What follows belongs to an exercise in optimizing a design on an open flow for small area; a production flow would make more cautious choices. The RTL was checked by simulation tests, not by an equivalence proof against the original design. Power figures rest on the tool's default switching activity, not on a simulated workload.

### flow/run.sh
#!/bin/bash
# synth_recipe.tcl (not shown) runs the flow's synth.tcl, then flattens the netlist and writes it again
# the make line also repeats each setting of config.mk as NAME=value (left out here)
make -C /OpenROAD-flow-scripts/flow DESIGN_CONFIG=/design/flow/config.mk WORK_HOME=/design/flow/orfs CLKGATE_MAP_FILE= SYNTH_SCRIPT=/design/flow/synth_recipe.tcl finish
### flow/config.mk
export PLATFORM = sky130hd
export DESIGN_NAME = change_heat
export DESIGN_NICKNAME = change_heat
export VERILOG_FILES = /design/flow/design.v
export SDC_FILE = /design/flow/constraint.sdc
export NUM_CORES = 4
export LEC_CHECK = 0
export CAP_MARGIN = 20
export CORE_MARGIN = 2
export CORE_UTILIZATION = 40
export SLEW_MARGIN = 20
### flow/constraint.sdc
create_clock -name core_clock -period 16.0 [get_ports {clk}]
set_input_delay 3.2000 -clock core_clock [delete_from_list [all_inputs] [get_ports {clk}]]
set_output_delay 3.2000 -clock core_clock [all_outputs]
set_load 0.01 [all_outputs]
### flow/design.v
module change_heat(
	input clk,
	input rst,  
	input button1,  
	input button2,  
	input toggle_oven,
	input toggle_time_temp,
	input toggle_set,
	output reg [6:0] hex3,
	output reg [6:0] hex2,
	output reg [6:0] hex1,
	output reg [6:0] hex0,
	output reg temp_reached,
	output reg timer_reached);
	reg [7:0] lb; reg [8:0] lt; reg [9:0] lh;
	wire button_tick = (lb == 8'd205);
	wire timer_tick  = (lt == 9'd398);
	wire heat_tick   = (lh == 10'd278);
	always @(posedge clk) begin
		if (rst) begin
			lb <= 8'd50; lt <= 9'd72; lh <= 10'd780;
		end else begin
			lb <= button_tick ? 8'd18 : {lb[6:0], ~(lb[7]^lb[5]^lb[4]^lb[3])};
			lt <= timer_tick ? 9'd74 : {lt[7:0], ~(lt[8]^lt[4])};
			lh <= heat_tick ? 10'd844 : {lh[8:0], ~(lh[9]^lh[6])};
		end
	end
	reg [3:0] s;
	reg [3:0] d;
	reg [2:0] mt;
	reg [3:0] mo;
	wire set_time = button_tick && toggle_oven && !toggle_time_temp && !toggle_set;
	wire set_temp = button_tick && toggle_oven && toggle_time_temp && !toggle_set;
	always @(posedge clk) begin
		if (rst) begin
			s <= 0; d <= 0; mt <= 0; mo <= 0;
		end else if (set_time) begin
			if (!button1) begin
				if (s >= 4'd11) begin
					s <= 0;
					if (mt == 3'd6 && mo == 4'd3) begin mt <= 0; mo <= 0; end
					else if (mo == 4'd9) begin mo <= 0; mt <= mt + 1'b1; end
					else mo <= mo + 1'b1;
				end else begin
					s <= s + 1'b1;
					d <= s + 1'b1;
				end
			end else if (!button2) begin
				if (s == 4'd0) begin
					s <= 4'd12;
					if (mt == 3'd0 && mo == 4'd0) begin mt <= 3'd6; mo <= 4'd3; end
					else if (mo == 4'd0) begin mo <= 4'd9; mt <= mt - 1'b1; end
					else mo <= mo - 1'b1;
				end else begin
					s <= s - 1'b1;
					d <= s - 1'b1;
				end
			end
		end
	end
	reg [3:0] gh, gt, go;  
	reg [3:0] uh, ut, uo;  
	always @(posedge clk) begin
		if (rst) begin
			gh <= 4'd3; gt <= 4'd0; go <= 4'd0;
		end else if (set_temp) begin
			if (!button1) begin  
				if (gh == 4'd10 && (gt == 4'd2 || (gt == 4'd1 && go == 4'd9))) begin
					gh <= 0; gt <= 0; go <= (go == 4'd9) ? 4'd0 : go + 1'b1;
				end else if (go >= 4'd5) begin
					go <= go - 4'd5;
					if (gt == 4'd9) begin gt <= 0; gh <= gh + 1'b1; end
					else gt <= gt + 1'b1;
				end else go <= go + 4'd5;
			end else if (!button2) begin  
				if (gh == 4'd0 && gt == 4'd0 && go < 4'd5) begin
					gh <= 4'd10;
					if (go == 4'd0) begin gt <= 4'd1; go <= 4'd9; end
					else begin gt <= 4'd2; go <= go - 1'b1; end
				end else if (go >= 4'd5) go <= go - 4'd5;
				else begin
					go <= go + 4'd5;
					if (gt == 4'd0) begin gt <= 4'd9; gh <= gh - 1'b1; end
					else gt <= gt - 1'b1;
				end
			end
		end
	end
	wire heat_val = {uh, ut, uo} < {gh, gt, go};
	always @(posedge clk) begin
		if (rst) begin
			uh <= 4'd0; ut <= 4'd6; uo <= 4'd0;
		end else if (heat_tick) begin
			if (heat_val) begin  
				if (uh == 4'd10 && ut == 4'd2) begin uh <= 0; ut <= 0; end
				else if (uo >= 4'd6) begin
					uo <= uo - 4'd6;
					if (ut == 4'd9) begin ut <= 0; uh <= uh + 1'b1; end
					else ut <= ut + 1'b1;
				end else uo <= uo + 4'd4;
			end else begin  
				if (uh == 4'd0 && ut == 4'd0 && uo == 4'd0) begin
					uh <= 4'd10; ut <= 4'd2; uo <= 4'd3;
				end else if (uo == 4'd0) begin
					uo <= 4'd9;
					if (ut == 4'd0) begin ut <= 4'd9; uh <= uh - 1'b1; end
					else ut <= ut - 1'b1;
				end else uo <= uo - 1'b1;
			end
		end
	end
	wire eh = uh == gh, et = ut == gt;
	wire near_o = (uo == go) || (uo == go + 4'd1) || (go == uo + 4'd1);
	wire near = (eh && et && near_o) ||
		(eh && ut == gt + 4'd1 && uo == 4'd0 && go == 4'd9) ||
		(eh && gt == ut + 4'd1 && go == 4'd0 && uo == 4'd9) ||
		(uh == gh + 4'd1 && ut == 4'd0 && uo == 4'd0 && gt == 4'd9 && go == 4'd9) ||
		(gh == uh + 4'd1 && gt == 4'd0 && go == 4'd0 && ut == 4'd9 && uo == 4'd9);
	wire goal_ge2 = (gh != 0) || (gt != 0) || (go >= 4'd2);
	reg [3:0] n0; reg [2:0] n1; reg [3:0] n2; reg [2:0] n3;
	reg [3:0] c0; reg [2:0] c1; reg [3:0] c2; reg [2:0] c3;
	wire [3:0] num0 = {1'b0, d[0], 1'b0, d[0]};
	wire [2:0] num1 = d[3:1];
	wire n_zero = (n0 == 0) && (n1 == 0) && (n2 == 0) && (n3 == 0);
	always @(posedge clk) begin
		if (rst) begin
			timer_reached <= 0;
			n0 <= 0; n1 <= 0; n2 <= 0; n3 <= 0;
			c0 <= 0; c1 <= 0; c2 <= 0; c3 <= 0;
		end else if (timer_tick) begin
			if (toggle_oven) begin
				if (!toggle_set) begin
					n0 <= num0; n1 <= num1; n2 <= mo; n3 <= mt;
				end else if (n_zero) begin
					timer_reached <= 1;
				end else begin
					timer_reached <= 0;
					if (n0 != 0) n0 <= n0 - 1'b1;
					else begin
						n0 <= 4'd9;
						if (n1 != 0) n1 <= n1 - 1'b1;
						else begin
							n1 <= 3'd5;
							if (n2 != 0) n2 <= n2 - 1'b1;
							else begin
								n2 <= 4'd9;
								n3 <= n3 - 1'b1;
							end
						end
					end
				end
			end else begin
				if (c0 >= 4'd9) begin
					c0 <= 0;
					if (c1 >= 3'd5) begin
						c1 <= 0;
						if (c2 >= 4'd9) begin
							c2 <= 0;
							c3 <= (c3 >= 3'd5) ? 3'd0 : c3 + 1'b1;
						end else c2 <= c2 + 1'b1;
					end else c1 <= c1 + 1'b1;
				end else c0 <= c0 + 1'b1;
			end
		end
	end
	reg [3:0] h3, h2, h1, h0;
	always @(*) begin
		if (!toggle_oven) begin
			h3 = {1'b0, c3}; h2 = c2; h1 = {1'b0, c1}; h0 = c0;
		end else if (toggle_time_temp) begin
			h3 = 4'd11;
			if (toggle_set) begin h2 = uh; h1 = ut; h0 = uo; end
			else begin h2 = gh; h1 = gt; h0 = go; end
		end else if (!toggle_set) begin
			h3 = {1'b0, mt}; h2 = mo; h1 = {1'b0, num1}; h0 = num0;
		end else begin
			h3 = {1'b0, n3}; h2 = n2; h1 = {1'b0, n1}; h0 = n0;
		end
		temp_reached = toggle_oven && goal_ge2 && near;
	end
	function [6:0] seg(input [3:0] v);
		case (v)
			4'd0: seg = 7'b1000000;
			4'd1: seg = 7'b1111001;
			4'd2: seg = 7'b0100100;
			4'd3: seg = 7'b0110000;
			4'd4: seg = 7'b0011001;
			4'd5: seg = 7'b0010010;
			4'd6: seg = 7'b0000010;
			4'd7: seg = 7'b1111000;
			4'd8: seg = 7'b0000000;
			4'd9: seg = 7'b0010000;
			default: seg = 7'b1111111;
		endcase
	endfunction
	always @(*) begin
		hex3 = seg(h3); hex2 = seg(h2); hex1 = seg(h1); hex0 = seg(h0);
	end
endmodule
==> results of run 1 <==
metal layers:
metal | up-vias | part of all wire, %
met5 | - | 0
met4 | 0 | 1.5
met3 | 24 | 4.1
met2 | 154 | 45
met1 | 3279 | 50
li1 | 3599 | -
through the flow:
stage	setup WS (ns)	hold WS, ns	instance area (um2)	utilization (%)	power [mW]
floorplan	7.50	0.407	7770	-	0.278
global placement	6.54	0.422	8280	43.8	0.293
detailed placement	6.47	0.426	8280	43.8	0.293
CTS	6.47	0.438	8590	45.5	0.524
global route	6.21	0.465	8590	45.5	0.538
finish	6.44	0.443	8590	45.5	0.517
power by group:
part	total [mW]	switching (mW)	internal [mW]	leakage, nW
Clock	0.230	0.106	0.124	0.148
Sequential	0.243	0.00225	0.241	0.772
Combinational	0.0446	0.0256	0.0190	2.39
Total	0.517	0.134	0.383	3.31
critical path, stage by stage:
cell,delay [ns]
clkdlybuf4s50_1,0.91
mux4_2,0.42
mux2i_1,0.66
nor3b_1,0.54
a21oi_1,0.09
clkdlybuf4s50_1,0.52
flip-flops by register name (all words and copies together), names as in the netlist:
| signal | count |
|---|---|
| n1 | 3 |
| c1 | 3 |
| uh | 4 |
| lt | 9 |
| s | 4 |
| c2 | 4 |
| gh | 4 |
| lh | 10 |
| lb | 8 |
| n0 | 4 |
| timer_reached | 1 |
| ut | 4 |
| n3 | 3 |
| go | 4 |
| mo | 4 |
| uo | 4 |
| n2 | 4 |
| c0 | 4 |
| gt | 4 |
| c3 | 3 |
| mt | 3 |
| d | 4 |
kinds of logic after synthesis:
| logic type | synth area share (%) |
|---|---|
| AOI/OAI and AO/OA | 22.6 |
| xor gates and xnor gates | 4.73 |
| adders and majority gates | 14.2 |
| buffers and inverters | 5.72 |
| DFF | 24.5 |
| muxes | 6.04 |
| and+or+nand+nor | 22.3 |
worst paths after layout:
path / endpoint / cells past startpoint
max: hex0[3] / 6
min: lh[2]$_SDFF_PP1_ / 1
max reg2reg: uh[2]$_SDFFE_PP0P_ / 8
min reg2reg: lh[2]$_SDFF_PP1_ / 1
area by class of cell:
cell class | instances | area (um2)
fillers | 1925 | 10300
repair buffers | 40 | 380
flip-flops and latches | 95 | 1900
clock inverters | 7 | 80.1
clock buffers | 9 | 225
well taps | 260 | 325
inverters | 67 | 251
multi-input cells | 777 | 5430
layout by cell type, fill, tap and decap left out, types with 17 or more instances in the layout:
| cell type | instances |
|---|---|
| nand2_1 | 85 |
| nand3_1 | 33 |
| xor2_1 | 17 |
| a21oi_1 | 95 |
| xnor2_1 | 25 |
| ha_1 | 88 |
| inv_1 | 64 |
| o21ai_0 | 46 |
| clkdlybuf4s50_1 | 34 |
| nor3_1 | 31 |
| dfxtp_1 | 95 |
| mux2i_1 | 23 |
| nor2_1 | 70 |
==> run notes, run 1 <==
status=no timing/DRC/antenna violations; leak pwr=3.31 nW; syn avg cell area=7.88 um2; setup bufs post-CTS=0; Synth area leaders=dfxtp_1, ha_1, a21oi_1; area leader, netlist=dfxtp_1; DPL Wire Length=15000 um; Synth Instances=986; r2r startpoint=go[2]$_SDFFE_PP0P_; ratio of cells with drive above 1 in the final layout=5.83%; Max Freq=0.105 GHz; Vias=7056; maximum vdd drop=53.4 uV; insertion delay to the later sink of the worst-skew pair=0.36 ns; drt total wl=20600 um; Ys Warns=1; global route overflow=0; Worst Path Required=12.80 ns; register area share after synthesis=24.5%; Top FF cell, synth=dfxtp_1; Worst Max-Slew Pin Slew=0.859 ns; Port Buf Inserts=36; I/O pin cnt=37; Critical Path End Type=output pin; Final Non-Filler Cells=1255; first drt pass iteration count=5; full die area=20600 um2; residual DRC count=0; Worst slew margin=42.7%; die width=143 um; Sinks on Clock Net=95; CTS tree=done; final worst-path cycle share=59.7%; Synth top area share=24.5%; Worst Path Max Fanout=15; Hold WC Path Type=reg2reg; initial antenna violation count=0; ANT cells=0; area grow syn2layout=10.5%; busiest grt layer=met2; Max-cap violations=0; startpoint types=primary input; Post-Syn Nets=1081; setup TNS=0 ns; # rows=50; largest net degree at the start of global routing=75; Reg clk slew, reported paths=0.08 ns; CTS max path bufs=2; met2 Usage GRT=32.9%; # resized after CTS=0; Post-synth ARST share=0%; vias in the first global route=6599; Starting DRT DRC Count=729; area of the core=18900 um2; met3 usage in global routing=2.23%; minimum clock period=9.56 ns; DR vias/cell=5.62; commonest cells in the netlist=a21oi_1, dfxtp_1, ha_1; Post-CTS Hold Fix Bufs=0; hold_sp=lh[1]$_SDFF_PP0_; RePlAce Congestion=0.859; met1 usage=29.3%; Layout Skew=0.0138 ns; Antenna Nets Post-Route=0; Setup Crit Path Kind=in2out; CTS buffer count=9; Post-synth EDFFs=0; clock tree root driver cell=clkbuf_16; nets=1085; height of the die=143 um; first-pass GRT wire length=34100 um; initial core utilization=41.1%; synthesized flop and latch total=95; RSZ-0062 raised after global routing=false; placed cells=1239; Slew Viols, Final=0; drt wl/cell=16.4 um; H-tree depth=3; synth unique cells=81; Setup Viol. Count Final=0; Final Hold Viols=0; Power Dens Cells=60.2 nW/um2; Worst Setup SP=toggle_time_temp; All-Layer GR Usage=20.6%; CP arrival=6.36 ns; Post-Syn Area=7770 um2; R2R Setup Slk=12.85 ns
==> run 2, diff against run 1 <==
==> flow/flow/run.sh (new file) <==
#!/bin/bash
# Own flow: the standard synthesis, then the combinational logic re-mapped
# for area (flip-flops untouched), then the standard layout steps.
set -euo pipefail
R=$PWD/orfs/results/$FLOW_PLATFORM/change_heat/base
LIB=$FLOW_HOME/platforms/$FLOW_PLATFORM/lib/sky130_fd_sc_hd__tt_025C_1v80.lib
bash standard.sh $R/1_2_yosys.v > synth.log 2>&1
cp $R/1_2_yosys.v $PWD/standard_synth.v
sed -e "s|LIBFILE|$LIB|g" -e "s|IN_NETLIST|$PWD/standard_synth.v|" \
    -e "s|OUT_NETLIST|$R/1_2_yosys.v|" -e "s|ABCSCRIPT|$PWD/flow/area.abc|" \
    flow/reopt.ys > reopt_run.ys
yosys -s reopt_run.ys > reopt.log 2>&1
bash standard.sh "BUFFER_PORTS_ARGS=-buffer_cell sky130_fd_sc_hd__buf_1" finish > layout.log 2>&1
==> flow/flow/area.abc (new file) <==
strash
dch -f
amap
topo
==> flow/flow/reopt.ys (new file) <==
# Re-map the combinational logic of the standard synthesis netlist for area.
# The flip-flops (and their instance names) are kept as they are.
read_liberty -ignore_miss_func LIBFILE
read_verilog IN_NETLIST
hierarchy -top change_heat
setattr -mod -set keep_hierarchy 1 sky130_fd_sc_hd__df* sky130_fd_sc_hd__edf* sky130_fd_sc_hd__sdf* sky130_fd_sc_hd__dl*
flatten
delete t:$scopeinfo
select change_heat
opt_clean
opt -fast
abc -liberty LIBFILE -dont_use *lpflow* -dont_use *probe* -script ABCSCRIPT
opt_clean -purge
hilomap -singleton -hicell sky130_fd_sc_hd__conb_1 HI -locell sky130_fd_sc_hd__conb_1 LO
insbuf -buf sky130_fd_sc_hd__buf_4 A X
splitnets
opt_clean -purge
select -clear
blackbox sky130_fd_sc_hd__*
write_verilog -noattr -nohex -nodec -selected OUT_NETLIST
==> flow/standard.sh (new file) <==
#!/bin/bash
# synth_recipe.tcl (not shown) runs the flow's synth.tcl, then flattens the netlist and writes it again
# the make line also repeats each setting of config.mk as NAME=value (left out here)
make -C /OpenROAD-flow-scripts/flow DESIGN_CONFIG=/design/flow/config.mk WORK_HOME=/design/flow/orfs CLKGATE_MAP_FILE= SYNTH_SCRIPT=/design/flow/synth_recipe.tcl "${@:-finish}"
removed: flow/run.sh
==> run notes, run 2 <==
max incr delay on CP=0.64 ns (was 0.91 ns); Worst slew margin=40.1% (was 42.7%); CTS max path bufs=2 (unchanged); Synth Instances=913 (was 986); Critical Path Slowest Stage Cell=o311ai_0 (was clkdlybuf4s50_1); H-tree depth=3 (unchanged); CTS buffer count=9 (unchanged); RSZ-0062 raised after global routing=false (unchanged); Worst Path Required=12.80 ns (about the same); initial antenna violation count=0 (unchanged); setup TNS=0 ns (unchanged); CP arrival=6.68 ns (was 6.36 ns); full die area=16100 um2 (was 20600 um2); busiest grt layer=met2 (unchanged); most used cell, CP=clkinv_1 (was clkdlybuf4s50_1); largest net degree at the start of global routing=62 (was 75); met3 usage in global routing=4.51% (was 2.23%); Slew Viols, Final=0 (unchanged); Reg clk slew, reported paths=0.06 ns (was 0.08 ns); Setup Crit Path Kind=in2out (unchanged); met2 Usage GRT=33.4% (was 32.9%); WHS Endpoint=lb[2]$_SDFF_PP0_ (was lh[2]$_SDFF_PP1_); Worst Path Max Fanout=14 (was 15); Vias=6729 (was 7056); Critical Path End Type=output pin (unchanged); global route overflow=0 (unchanged); RR Endpoint=uh[1]$_SDFFE_PP0P_ (was uh[2]$_SDFFE_PP0P_); I/O pin cnt=37 (unchanged); DR vias/cell=5.83 (was 5.62); minimum clock period=9.88 ns (was 9.56 ns); Post-CTS Hold Fix Bufs=0 (unchanged); setup bufs post-CTS=0 (unchanged); commonest non-fill, non-tap cell in the layout=nor2_1; leak pwr=2.22 nW (was 3.31 nW); first drt pass iteration count=5 (unchanged); nets=972 (was 1085); hold path cells=2 (was 1); max reg flops=10 (unchanged); RePlAce Congestion=0.918 (was 0.859); R2R Setup Slk=12.41 ns (was 12.85 ns); syn avg cell area=6.60 um2 (was 7.88 um2); Ys Warns=1 (unchanged); insertion delay to the later sink of the worst-skew pair=0.36 ns (about the same); Core Util, Final=46.0% (was 45.5%); drt wl/cell=15.4 um (was 16.4 um); first-pass GRT wire length=29900 um (was 34100 um); vias in the first global route=6034 (was 6599); met1 usage=32.6% (was 29.3%); biggest regs=lh: 10 flops, lt: 9 flops, lb: 8 flops (unchanged); maximum vdd drop=54.9 uV (was 53.4 uV); Post-Syn Area=6030 um2 (was 7770 um2); drt total wl=17800 um (was 20600 um); layout filler cell count=1534 (was 1925); crit-path cells=buf_1 -> clkinv_1 -> nor2_1 -> clkinv_1 -> o311ai_0 -> clkinv_1 -> nor2_1 -> nor3_1 -> or2_0 -> buf_1 (was clkdlybuf4s50_1 -> mux4_2 -> mux2i_1 -> nor3b_1 -> a21oi_1 -> clkdlybuf4s50_1); Final Hold Viols=0 (unchanged); residual DRC count=0 (unchanged); Worst Max-Slew Pin Slew=0.898 ns (was 0.859 ns); ratio of cells with drive above 1 in the final layout=2.27% (was 5.83%); All-Layer GR Usage=22.6% (was 20.6%); area of the core=14600 um2 (was 18900 um2); Power Dens Cells=77.0 nW/um2 (was 60.2 nW/um2); area grow syn2layout=11.8% (was 10.5%); initial core utilization=41.2% (was 41.1%); Antenna Nets Post-Route=0 (unchanged); startpoint types=primary input (unchanged); Starting DRT DRC Count=630 (was 729); Crit path buffers/inverters=5 (was 2); height of the die=127 um (was 143 um); # rows=44 (was 50); Post-Syn Nets=920 (was 1081); die width=127 um (was 143 um); top cell family by delay on the critical path=buffers and inverters (unchanged); ANT cells=0 (unchanged); DPL Wire Length=13100 um (was 15000 um); hold_sp=lb[1]$_SDFF_PP1_ (was lh[1]$_SDFF_PP0_); CTS tree=done (unchanged); Port Buf Inserts=36 (unchanged); commonest cells after routing, fill and taps aside=nor2_1, clkinv_1, dfxtp_1, o21ai_0, nand2_1 (was a21oi_1, dfxtp_1, ha_1, nand2_1, nor2_1); Sinks on Clock Net=95 (unchanged); # resized after CTS=0 (unchanged); r2r startpoint=uh[2]$_SDFFE_PP0P_ (was go[2]$_SDFFE_PP0P_); Hold WC Path Type=reg2reg (unchanged); Max-cap violations=0 (unchanged); Largest Register=lh (unchanged); clock tree root driver cell=clkbuf_16 (unchanged); status=no timing/DRC/antenna violations (unchanged); Layout Skew=0.00978 ns (was 0.0138 ns); Max Freq=0.101 GHz (was 0.105 GHz); R2R cell count=15 (was 8); Setup Viol. Count Final=0 (unchanged); final worst-path cycle share=61.8% (was 59.7%)
run 2: final cells by class:
| class | instances | area (um2) | area share [%] |
|---|---|---|---|
| Multi-Input combinational cell | 693 | 3660 | 54.4 |
| Sequential cell | 95 | 1900 | 28.2 |
| Inverter | 125 | 469 | 6.97 |
| Tap cell | 184 | 230 | 3.42 |
| Clock buffer | 10 | 229 | 3.40 |
| Timing Repair Buffer | 41 | 174 | 2.58 |
| Clock inverter | 6 | 70.1 | 1.04 |
run 2: routing by layer:
metal  routed length, um  up-vias
met5                   0        -
met4                 297        0
met3                1120       24
met2                7570      221
met1                8780     3057
li1                    -     3427
run 2: worst reg2reg max path, delay by kind of cell, from the launching register on:
family	cells	cell delay [ns]
buffers and inverters	4	0.83
AO/OA/AOI/OAI	5	1.28
AND/OR/NAND/NOR	6	1.03
flip-flops	1	0.36
run 2: worst max-delay path by stage:
stage                    to  depth (start not counted)  slack (ns)        start
floorplan           hex2[3]                          8        7.54  toggle_oven
global placement    hex1[3]                         10        6.41   toggle_set
detailed placement  hex2[1]                         10        6.23  toggle_oven
CTS                 hex2[1]                         10        6.22  toggle_oven
global route        hex2[3]                         10        5.80  toggle_oven
finish              hex2[1]                         10        6.12  toggle_oven
run 2: report_power, final:
group	internal, mW	total (mW)	leakage [nW]	switching [mW]
logic	0.0149	0.0501	1.31	0.0352
clock network	0.122	0.226	0.141	0.103
registers	0.241	0.243	0.772	0.00235
total	0.378	0.519	2.22	0.141
run 2: per-stage QoR:
step	area, um2	cells	worst slack, ns	hold WS, ns	power (mW)
after floorplan	6030	913	7.54	0.398	0.279
after CTS	6740	1154	6.22	0.421	0.522
final	6740	1154	6.12	0.415	0.519
after detailed placement	6440	1138	6.23	0.412	0.298
after global placement	6440	1138	6.41	0.404	0.298
after global routing	6740	1154	5.80	0.451	0.540
==> run 3, diff against run 2 <==
==> flow/flow/run.sh (replaced) <==
#!/bin/bash
# Own flow: the standard synthesis, then the combinational logic re-mapped
# for area (flip-flops untouched), then the standard layout steps.
set -euo pipefail
R=$PWD/orfs/results/$FLOW_PLATFORM/change_heat/base
LIB=$FLOW_HOME/platforms/$FLOW_PLATFORM/lib/sky130_fd_sc_hd__tt_025C_1v80.lib
ABC=${ABC:-area.abc}
bash standard.sh $R/1_2_yosys.v > synth.log 2>&1
cp $R/1_2_yosys.v $PWD/standard_synth.v
sed -e "s|LIBFILE|$LIB|g" -e "s|IN_NETLIST|$PWD/standard_synth.v|" \
    -e "s|OUT_NETLIST|$R/1_2_yosys.v|" -e "s|ABCSCRIPT|$PWD/flow/$ABC|" \
    flow/reopt.ys > reopt_run.ys
yosys -s reopt_run.ys > reopt.log 2>&1
CTS="${CTS:--sink_clustering_enable -repair_clock_nets -dont_use_dummy_load -buf_list sky130_fd_sc_hd__clkbuf_8}"
bash standard.sh "BUFFER_PORTS_ARGS=-buffer_cell sky130_fd_sc_hd__buf_1" "CTS_ARGS=$CTS" finish > layout.log 2>&1
==> flow/flow/area.abc (replaced) <==
strash
&get -n
&deepsyn -T 60
&put
dch -f
amap
topo
==> run notes, run 3 <==
r2r startpoint=go[3]$_SDFFE_PP0P_ (was uh[2]$_SDFFE_PP0P_); initial core utilization=41.3% (was 41.2%); Critical Path End Type=output pin (unchanged); Max Freq=0.0930 GHz (was 0.101 GHz); global route overflow=0 (unchanged); full die area=14100 um2 (was 16100 um2); first drt pass iteration count=8 (was 5); Final Hold Viols=0 (unchanged); CTS tree=done (unchanged); CTS buffer count=9 (unchanged); RSZ-0062 raised after global routing=false (unchanged); Hold WC Path Type=reg2reg (unchanged); I/O pin cnt=37 (unchanged); Post-CTS Hold Fix Bufs=0 (unchanged); Synth Instances=766 (was 913); # resized after CTS=0 (unchanged); Worst Path Max Fanout=16 (was 14); die width=119 um (was 127 um); Post-Syn Area=5250 um2 (was 6030 um2); Worst Max-Slew Pin Slew=1.03 ns (was 0.898 ns); final instance area=5740 um2 (was 6740 um2); vias in the first global route=5212 (was 6034); setup TNS=0 ns (unchanged); DPL Wire Length=11900 um (was 13100 um); first-pass GRT wire length=25600 um (was 29900 um); Setup Crit Path Kind=in2out (unchanged); biggest regs=lh: 10 flops, lt: 9 flops, lb: 8 flops (unchanged); ANT cells=0 (unchanged); maximum vdd drop=48.2 uV (was 54.9 uV); hold_sp=lb[5]$_SDFF_PP1_ (was lb[1]$_SDFF_PP1_); minimum clock period=10.75 ns (was 9.88 ns); initial antenna violation count=0 (unchanged); final worst-path cycle share=67.2% (was 61.8%); Setup Viol. Count Final=0 (unchanged); ratio of cells with drive above 1 in the final layout=1.48% (was 2.27%); Worst slew margin=30.5% (was 40.1%); largest net degree at the start of global routing=46 (was 62); residual DRC count=0 (unchanged); dpl cell area=5620 um2 (was 6440 um2); DR vias/cell=5.73 (was 5.83); area of the core=12700 um2 (was 14600 um2); Starting DRT DRC Count=467 (was 630); Reg clk slew, reported paths=0.09 ns (was 0.06 ns); nets=822 (was 972); clock tree root driver cell=clkbuf_8 (was clkbuf_16); # rows=41 (was 44); leak pwr=1.93 nW (was 2.22 nW); Worst Setup SP=toggle_oven (unchanged); height of the die=119 um (was 127 um); Sinks on Clock Net=95 (unchanged); Post-Syn Nets=773 (was 920); CTS max path bufs=2 (unchanged); max reg flops=10 (unchanged); Layout Skew=0.0288 ns (was 0.00978 ns); Slew Viols, Final=0 (unchanged); H-tree depth=3 (unchanged); drt wl/cell=16.0 um (was 15.4 um); All-Layer GR Usage=22.5% (was 22.6%); Ys Warns=1 (unchanged); setup bufs post-CTS=0 (unchanged); Vias=5644 (was 6729); commonest non-fill, non-tap cell in the layout=nor2_1 (unchanged); Port Buf Inserts=36 (unchanged); area grow syn2layout=9.34% (was 11.8%); RePlAce Congestion=0.929 (was 0.918); CP arrival=7.55 ns (was 6.68 ns); drt total wl=15800 um (was 17800 um); Worst Path Required=12.80 ns (about the same); status=no timing/DRC/antenna violations (unchanged); Largest Register=lh (unchanged); startpoint types=primary input (unchanged); syn avg cell area=6.85 um2 (was 6.60 um2); Max-cap violations=0 (unchanged); Antenna Nets Post-Route=0 (unchanged); Power Dens Cells=71.4 nW/um2 (was 77.0 nW/um2); insertion delay to the later sink of the worst-skew pair=0.40 ns (was 0.36 ns); commonest cells after routing, fill and taps aside=nor2_1, clkinv_1, dfxtp_1, o21ai_0, nand2_1 (unchanged)
[run 3: cell type report]
type | count | area, um2
fillers | 1350 | 6980
multi-input cells | 559 | 2930
flip-flops and latches | 95 | 1900
inverters | 112 | 420
well taps | 172 | 215
repair buffers | 38 | 151
clock buffers | 9 | 124
[run 3: power breakdown]
part	leakage [nW]	internal (mW)	switching, mW
Combinational	1.10	0.0113	0.0265
Sequential	0.772	0.241	0.00185
Clock	0.0647	0.0506	0.0788
Total	1.93	0.302	0.107
[run 3: metrics by stage]
step	utilization (%)	total power, mW	instances	setup slack (ns)	hold slack (ns)
floorplan	-	0.271	766	6.97	0.398
global placement	44.1	0.284	976	5.78	0.404
detailed placement	44.1	0.285	976	5.46	0.411
CTS	45.1	0.414	985	5.44	0.414
global route	45.1	0.428	985	4.84	0.431
finish	45.1	0.410	985	5.25	0.412
[run 3: worst paths after layout]
| path | cells after the start | slack (ns) | to |
|---|---|---|---|
| setup / recovery | 15 | 5.25 | hex2[5] |
| hold / removal | 2 | 0.41 | lb[6]$_SDFF_PP0_ |
| setup reg to reg | 14 | 11.76 | gh[2]$_SDFFE_PP0P_ |
| hold reg to reg | 2 | 0.41 | lb[6]$_SDFF_PP0_ |
[run 3: worst max-delay path, cell delays in order]
cell      delay (ns)
buf_1           0.57
clkinv_1        0.60
nor3_1          0.69
clkinv_1        0.42
o221ai_1        0.44
clkinv_1        0.17
nor2b_1         0.28
nor2_1          0.12
a21oi_1         0.18
o31ai_1         0.12
o21ai_0         0.31
a21oi_1         0.12
nor2_1          0.14
nand2_1         0.06
buf_1           0.13
[run 3: per-layer routing]
| layer | routed length [um] | global-route usage [%] | vias to the layer above | share of wire, % |
|---|---|---|---|---|
| li1 | - | - | 2833 | - |
| met1 | 7270 | 30.2 | 2612 | 46 |
| met2 | 7100 | 35.0 | 167 | 45 |
| met3 | 1010 | 5.41 | 32 | 6.4 |
| met4 | 381 | 8.48 | 0 | 2.4 |
| met5 | 0 | 0 | - | 0 |
==> run 4, diff against run 3 <==
--- a/flow/design.v
+++ b/flow/design.v
@@ -59,63 +59,80 @@
 		end
 	end
-	reg [3:0] gh, gt, go;  
-	reg [3:0] uh, ut, uo;  
-	always @(posedge clk) begin
-		if (rst) begin
-			gh <= 4'd3; gt <= 4'd0; go <= 4'd0;
+	reg [3:0] gh, gt; reg gb; reg [2:0] gr;  
+	reg [3:0] uh, ut; reg ub; reg [2:0] ur;  
+	always @(posedge clk) begin
+		if (rst) begin
+			gh <= 4'd3; gt <= 4'd0; gb <= 0; gr <= 0;
 		end else if (set_temp) begin
 			if (!button1) begin  
-				if (gh == 4'd10 && (gt == 4'd2 || (gt == 4'd1 && go == 4'd9))) begin
-					gh <= 0; gt <= 0; go <= (go == 4'd9) ? 4'd0 : go + 1'b1;
-				end else if (go >= 4'd5) begin
-					go <= go - 4'd5;
-					if (gt == 4'd9) begin gt <= 0; gh <= gh + 1'b1; end
-					else gt <= gt + 1'b1;
-				end else go <= go + 4'd5;
+				if (gh == 4'd10 && (gt == 4'd2 || (gt == 4'd1 && gb && gr == 3'd4))) begin
+					gh <= 0; gt <= 0; gb <= 0; gr <= gb ? 3'd0 : gr + 1'b1;
+				end else begin
+					gb <= !gb;
+					if (gb) begin
+						if (gt == 4'd9) begin gt <= 0; gh <= gh + 1'b1; end
+						else gt <= gt + 1'b1;
+					end
+				end
 			end else if (!button2) begin  
-				if (gh == 4'd0 && gt == 4'd0 && go < 4'd5) begin
+				if (gh == 4'd0 && gt == 4'd0 && !gb) begin
 					gh <= 4'd10;
-					if (go == 4'd0) begin gt <= 4'd1; go <= 4'd9; end
-					else begin gt <= 4'd2; go <= go - 1'b1; end
-				end else if (go >= 4'd5) go <= go - 4'd5;
-				else begin
-					go <= go + 4'd5;
-					if (gt == 4'd0) begin gt <= 4'd9; gh <= gh - 1'b1; end
-					else gt <= gt - 1'b1;
-				end
-			end
-		end
-	end
-	wire heat_val = {uh, ut, uo} < {gh, gt, go};
-	always @(posedge clk) begin
-		if (rst) begin
-			uh <= 4'd0; ut <= 4'd6; uo <= 4'd0;
+					if (gr == 3'd0) begin gt <= 4'd1; gb <= 1; gr <= 3'd4; end
+					else begin gt <= 4'd2; gr <= gr - 1'b1; end
+				end else begin
+					gb <= !gb;
+					if (!gb) begin
+						if (gt == 4'd0) begin gt <= 4'd9; gh <= gh - 1'b1; end
+						else gt <= gt - 1'b1;
+					end
+				end
+			end
+		end
+	end
+	wire heat_val = {uh, ut, ub, ur} < {gh, gt, gb, gr};
+	wire ur0 = ur == 3'd0;
+	always @(posedge clk) begin
+		if (rst) begin
+			uh <= 4'd0; ut <= 4'd6; ub <= 0; ur <= 0;
 		end else if (heat_tick) begin
 			if (heat_val) begin  
 				if (uh == 4'd10 && ut == 4'd2) begin uh <= 0; ut <= 0; end
-				else if (uo >= 4'd6) begin
-					uo <= uo - 4'd6;
-					if (ut == 4'd9) begin ut <= 0; uh <= uh + 1'b1; end
-					else ut <= ut + 1'b1;
-				end else uo <= uo + 4'd4;
+				else begin
+					ur <= ur0 ? 3'd4 : ur - 1'b1;
+					ub <= ub ^ !ur0;
+					if (!ur0 && ub) begin
+						if (ut == 4'd9) begin ut <= 0; uh <= uh + 1'b1; end
+						else ut <= ut + 1'b1;
+					end
+				end
 			end else begin  
-				if (uh == 4'd0 && ut == 4'd0 && uo == 4'd0) begin
-					uh <= 4'd10; ut <= 4'd2; uo <= 4'd3;
-				end else if (uo == 4'd0) begin
-					uo <= 4'd9;
-					if (ut == 4'd0) begin ut <= 4'd9; uh <= uh - 1'b1; end
-					else ut <= ut - 1'b1;
-				end else uo <= uo - 1'b1;
-			end
-		end
-	end
+				if (uh == 4'd0 && ut == 4'd0 && !ub && ur0) begin
+					uh <= 4'd10; ut <= 4'd2; ub <= 0; ur <= 3'd3;
+				end else begin
+					ur <= ur0 ? 3'd4 : ur - 1'b1;
+					ub <= ub ^ ur0;
+					if (ur0 && !ub) begin
+						if (ut == 4'd0) begin ut <= 4'd9; uh <= uh - 1'b1; end
+						else ut <= ut - 1'b1;
+					end
+				end
+			end
+		end
+	end
+	wire uo0 = !ub && ur == 3'd0, uo9 = ub && ur == 3'd4;
+	wire go0 = !gb && gr == 3'd0, go9 = gb && gr == 3'd4;
+	wire o_eq = ub == gb && ur == gr;
+	wire o_up = (ub == gb && ur == gr + 3'd1) || (!gb && gr == 3'd4 && ub && ur == 3'd0);
+	wire o_gp = (ub == gb && gr == ur + 3'd1) || (!ub && ur == 3'd4 && gb && gr == 3'd0);
 	wire eh = uh == gh, et = ut == gt;
-	wire near_o = (uo == go) || (uo == go + 4'd1) || (go == uo + 4'd1);
-	wire near = (eh && et && near_o) ||
-		(eh && ut == gt + 4'd1 && uo == 4'd0 && go == 4'd9) ||
-		(eh && gt == ut + 4'd1 && go == 4'd0 && uo == 4'd9) ||
-		(uh == gh + 4'd1 && ut == 4'd0 && uo == 4'd0 && gt == 4'd9 && go == 4'd9) ||
-		(gh == uh + 4'd1 && gt == 4'd0 && go == 4'd0 && ut == 4'd9 && uo == 4'd9);
-	wire goal_ge2 = (gh != 0) || (gt != 0) || (go >= 4'd2);
+	wire near = (eh && et && (o_eq || o_up || o_gp)) ||
+		(eh && ut == gt + 4'd1 && uo0 && go9) ||
+		(eh && gt == ut + 4'd1 && go0 && uo9) ||
+		(uh == gh + 4'd1 && ut == 4'd0 && uo0 && gt == 4'd9 && go9) ||
+		(gh == uh + 4'd1 && gt == 4'd0 && go0 && ut == 4'd9 && uo9);
+	wire goal_ge2 = (gh != 0) || (gt != 0) || gb || (gr >= 3'd2);
+	wire sb = toggle_set ? ub : gb;
+	wire [2:0] sr = toggle_set ? ur : gr;
+	wire [3:0] so = sb ? {1'b0, sr} + 4'd5 : {1'b0, sr};
 	reg [3:0] n0; reg [2:0] n1; reg [3:0] n2; reg [2:0] n3;
 	reg [3:0] c0; reg [2:0] c1; reg [3:0] c2; reg [2:0] c3;
@@ -170,6 +187,7 @@
 		end else if (toggle_time_temp) begin
 			h3 = 4'd11;
-			if (toggle_set) begin h2 = uh; h1 = ut; h0 = uo; end
-			else begin h2 = gh; h1 = gt; h0 = go; end
+			if (toggle_set) begin h2 = uh; h1 = ut; end
+			else begin h2 = gh; h1 = gt; end
+			h0 = so;
 		end else if (!toggle_set) begin
 			h3 = {1'b0, mt}; h2 = mo; h1 = {1'b0, num1}; h0 = num0;
==> run notes, run 4 <==
All-Layer GR Usage=22.3% (was 22.5%); max incr delay on CP=0.58 ns (was 0.69 ns); met2 Usage GRT=34.0% (was 35.0%); Worst Max-Slew Pin Slew=0.962 ns (was 1.03 ns); Setup Viol. Count Final=0 (unchanged); crit-path cells=buf_1 -> nand2_1 -> nor2_1 -> clkinv_1 -> o22ai_1 -> nor2_1 -> o21a_1 -> a21oi_1 -> o21ai_0 -> clkinv_1 -> o22ai_1 -> o21ai_0 -> clkinv_1 -> o21ai_0 -> buf_1 (was buf_1 -> clkinv_1 -> nor3_1 -> clkinv_1 -> o221ai_1 -> clkinv_1 -> nor2b_1 -> nor2_1 -> a21oi_1 -> o31ai_1 -> o21ai_0 -> a21oi_1 -> nor2_1 -> nand2_1 -> buf_1); residual DRC count=0 (unchanged); Worst Path Max Fanout=16 (unchanged); Max Freq=0.101 GHz (was 0.0930 GHz); drt total wl=15500 um (was 15800 um); commonest non-fill, non-tap cell in the layout=nor2_1 (unchanged); area of the core=12700 um2 (about the same); CTS buffer count=9 (unchanged); nets=805 (was 822); Antenna Nets Post-Route=0 (unchanged); Vias=5574 (was 5644); initial antenna violation count=0 (unchanged); Hold WC Path Type=reg2reg (unchanged); CP arrival=6.66 ns (was 7.55 ns); Ys Warns=1 (unchanged); I/O pin cnt=37 (unchanged); ratio of cells with drive above 1 in the final layout=1.38% (was 1.48%); syn avg cell area=6.95 um2 (was 6.85 um2); busiest grt layer=met2 (unchanged); Power Dens Cells=71.6 nW/um2 (was 71.4 nW/um2); die width=118 um (was 119 um); setup TNS=0 ns (unchanged); biggest regs=lh: 10 flops, lt: 9 flops, lb: 8 flops (unchanged); full die area=14000 um2 (was 14100 um2); ANT cells=0 (unchanged); Final Hold Viols=0 (unchanged); Core Util, Final=45.0% (was 45.1%); Crit path buffers/inverters=5 (unchanged); vias in the first global route=5075 (was 5212); maximum vdd drop=42.8 uV (was 48.2 uV); Synth Instances=750 (was 766); Setup Crit Path Kind=in2out (unchanged); drt wl/cell=16.0 um (about the same); met1 usage=30.4% (was 30.2%); area grow syn2layout=9.29% (was 9.34%); global route overflow=0 (unchanged); Post-Syn Nets=757 (was 773); initial core utilization=41.2% (was 41.3%); height of the die=118 um (was 119 um); Slew Viols, Final=0 (unchanged); top cell family by delay on the critical path=compound AO/OA/AOI/OAI gates (was buffers and inverters); CTS tree=done (unchanged); RePlAce Congestion=0.940 (was 0.929); CTS max path bufs=2 (unchanged); leak pwr=1.86 nW (was 1.93 nW); setup bufs post-CTS=0 (unchanged); Critical Path Slowest Stage Cell=buf_1 (was nor3_1); H-tree depth=3 (unchanged); DR vias/cell=5.76 (was 5.73); Critical Path End Type=output pin (unchanged); minimum clock period=9.86 ns (was 10.75 ns); RSZ-0062 raised after global routing=false (unchanged); max reg flops=10 (unchanged); Max-cap violations=0 (unchanged); Worst Path Required=12.80 ns (about the same); largest net degree at the start of global routing=50 (was 46); Post-CTS Hold Fix Bufs=0 (unchanged); DPL Wire Length=11800 um (was 11900 um); Starting DRT DRC Count=492 (was 467); Reg clk slew, reported paths=0.07 ns (was 0.09 ns); insertion delay to the later sink of the worst-skew pair=0.38 ns (was 0.40 ns); # resized after CTS=0 (unchanged); Sinks on Clock Net=95 (unchanged); Layout Skew=0.0194 ns (was 0.0288 ns); met3 usage in global routing=4.10% (was 5.41%); final worst-path cycle share=61.6% (was 67.2%); Post-Syn Area=5220 um2 (was 5250 um2); Worst slew margin=35.7% (was 30.5%); Port Buf Inserts=36 (unchanged); clock tree root driver cell=clkbuf_8 (unchanged); status=no timing/DRC/antenna violations (unchanged); commonest cells after routing, fill and taps aside=nor2_1, clkinv_1, dfxtp_1, nand2_1, o21ai_0 (was nor2_1, clkinv_1, dfxtp_1, o21ai_0, nand2_1); first-pass GRT wire length=25200 um (was 25600 um); # rows=41 (unchanged); startpoint types=primary input (unchanged); Largest Register=lh (unchanged); first drt pass iteration count=5 (was 8)
run 4: cell count changes in the layout (fill, tap and decap cells not counted), moves of 6 or more:
cell      change
nor3_1        -8
o22ai_1      +10
clkinv_1      +6
o21ai_0      -13
a21oi_1      -13
run 4: worst paths after layout:
| path | startpoint | endpoint | slack (ns) | depth (start not counted) |
|---|---|---|---|---|
| worst max-delay path | toggle_oven | hex1[1] | 6.14 | 15 |
| worst min-delay path | lh[3]$_SDFF_PP1_ | lh[4]$_SDFF_PP0_ | 0.41 | 2 |
| worst min register to register | lh[3]$_SDFF_PP1_ | lh[4]$_SDFF_PP0_ | 0.41 | 2 |
| worst max register to register | lt[2]$_SDFF_PP0_ | n1[0]$_SDFFE_PP0P_ | 11.38 | 21 |
run 4: tightest hold or removal path, stage by stage (launching register included):
cell	delay (ns)
dfxtp_1	0.30
clkinv_1	0.04
nor2_1	0.03
run 4: power by group:
part	switching (mW)	internal, mW	total (mW)
logic	0.0259	0.0111	0.0369
clock network	0.0785	0.0506	0.129
registers	0.00183	0.240	0.242
run 4: layout make-up:
| class | instances | area, um2 |
|---|---|---|
| Fill cell | 1347 | 6970 |
| Multi-Input combinational cell | 537 | 2870 |
| Sequential cell | 95 | 1900 |
| Inverter | 118 | 443 |
| Tap cell | 172 | 215 |
| Timing Repair Buffer | 37 | 144 |
| Clock buffer | 9 | 124 |
run 4: per-layer routing:
layer | routed length, um | up-vias
met3 | 1120 | 35
met4 | 484 | 0
met5 | 0 | -
li1 | - | 2774
met2 | 6740 | 209
met1 | 7110 | 2556
run 4: through the flow:
stage	hold WS, ns	worst slack, ns	area (um2)	power, mW	instances
finish	0.415	6.14	5700	0.408	968
global route	0.439	5.72	5700	0.425	968
CTS	0.418	6.18	5700	0.411	968
detailed placement	0.406	6.19	5570	0.285	959
global placement	0.407	6.43	5570	0.284	959
floorplan	0.397	7.21	5220	0.271	750

==> what the ideal ports hide <==
No port has a modelled driver above. Below, the same layouts with a new extraction and two added sets of constraints. Step 1 assumes that a clkbuf_16 drives the clock port and a buf_2 every other input. Step 2 times the ports against the registers' clock, not the clock port: input delays grow and output delays shrink by t, the midpoint of the rising clock arrivals with the driver on. Three values: no drivers, after step 1, after step 2; two values: the first two.
| run | shift t [ns] | slack for setup (ns) | worst register clock-pin slew, ns |
|---|---|---|---|
| run 1 | 0.403 | 6.444 / 6.393 / 6.393 | 0.08 / 0.08 |
| run 2 | 0.400 | 6.115 / 6.086 / 6.086 | 0.07 / 0.07 |
| run 3 | 0.415 | 5.249 / 5.214 / 5.214 | 0.11 / 0.11 |
| run 4 | 0.408 | 6.144 / 6.116 / 6.116 | 0.10 / 0.10 |
After both steps setup and hold are still met in every run listed. For run 1, which loses most, drivers alone change the setup slack by -0.051 ns; drivers and shift together by -0.051 ns.
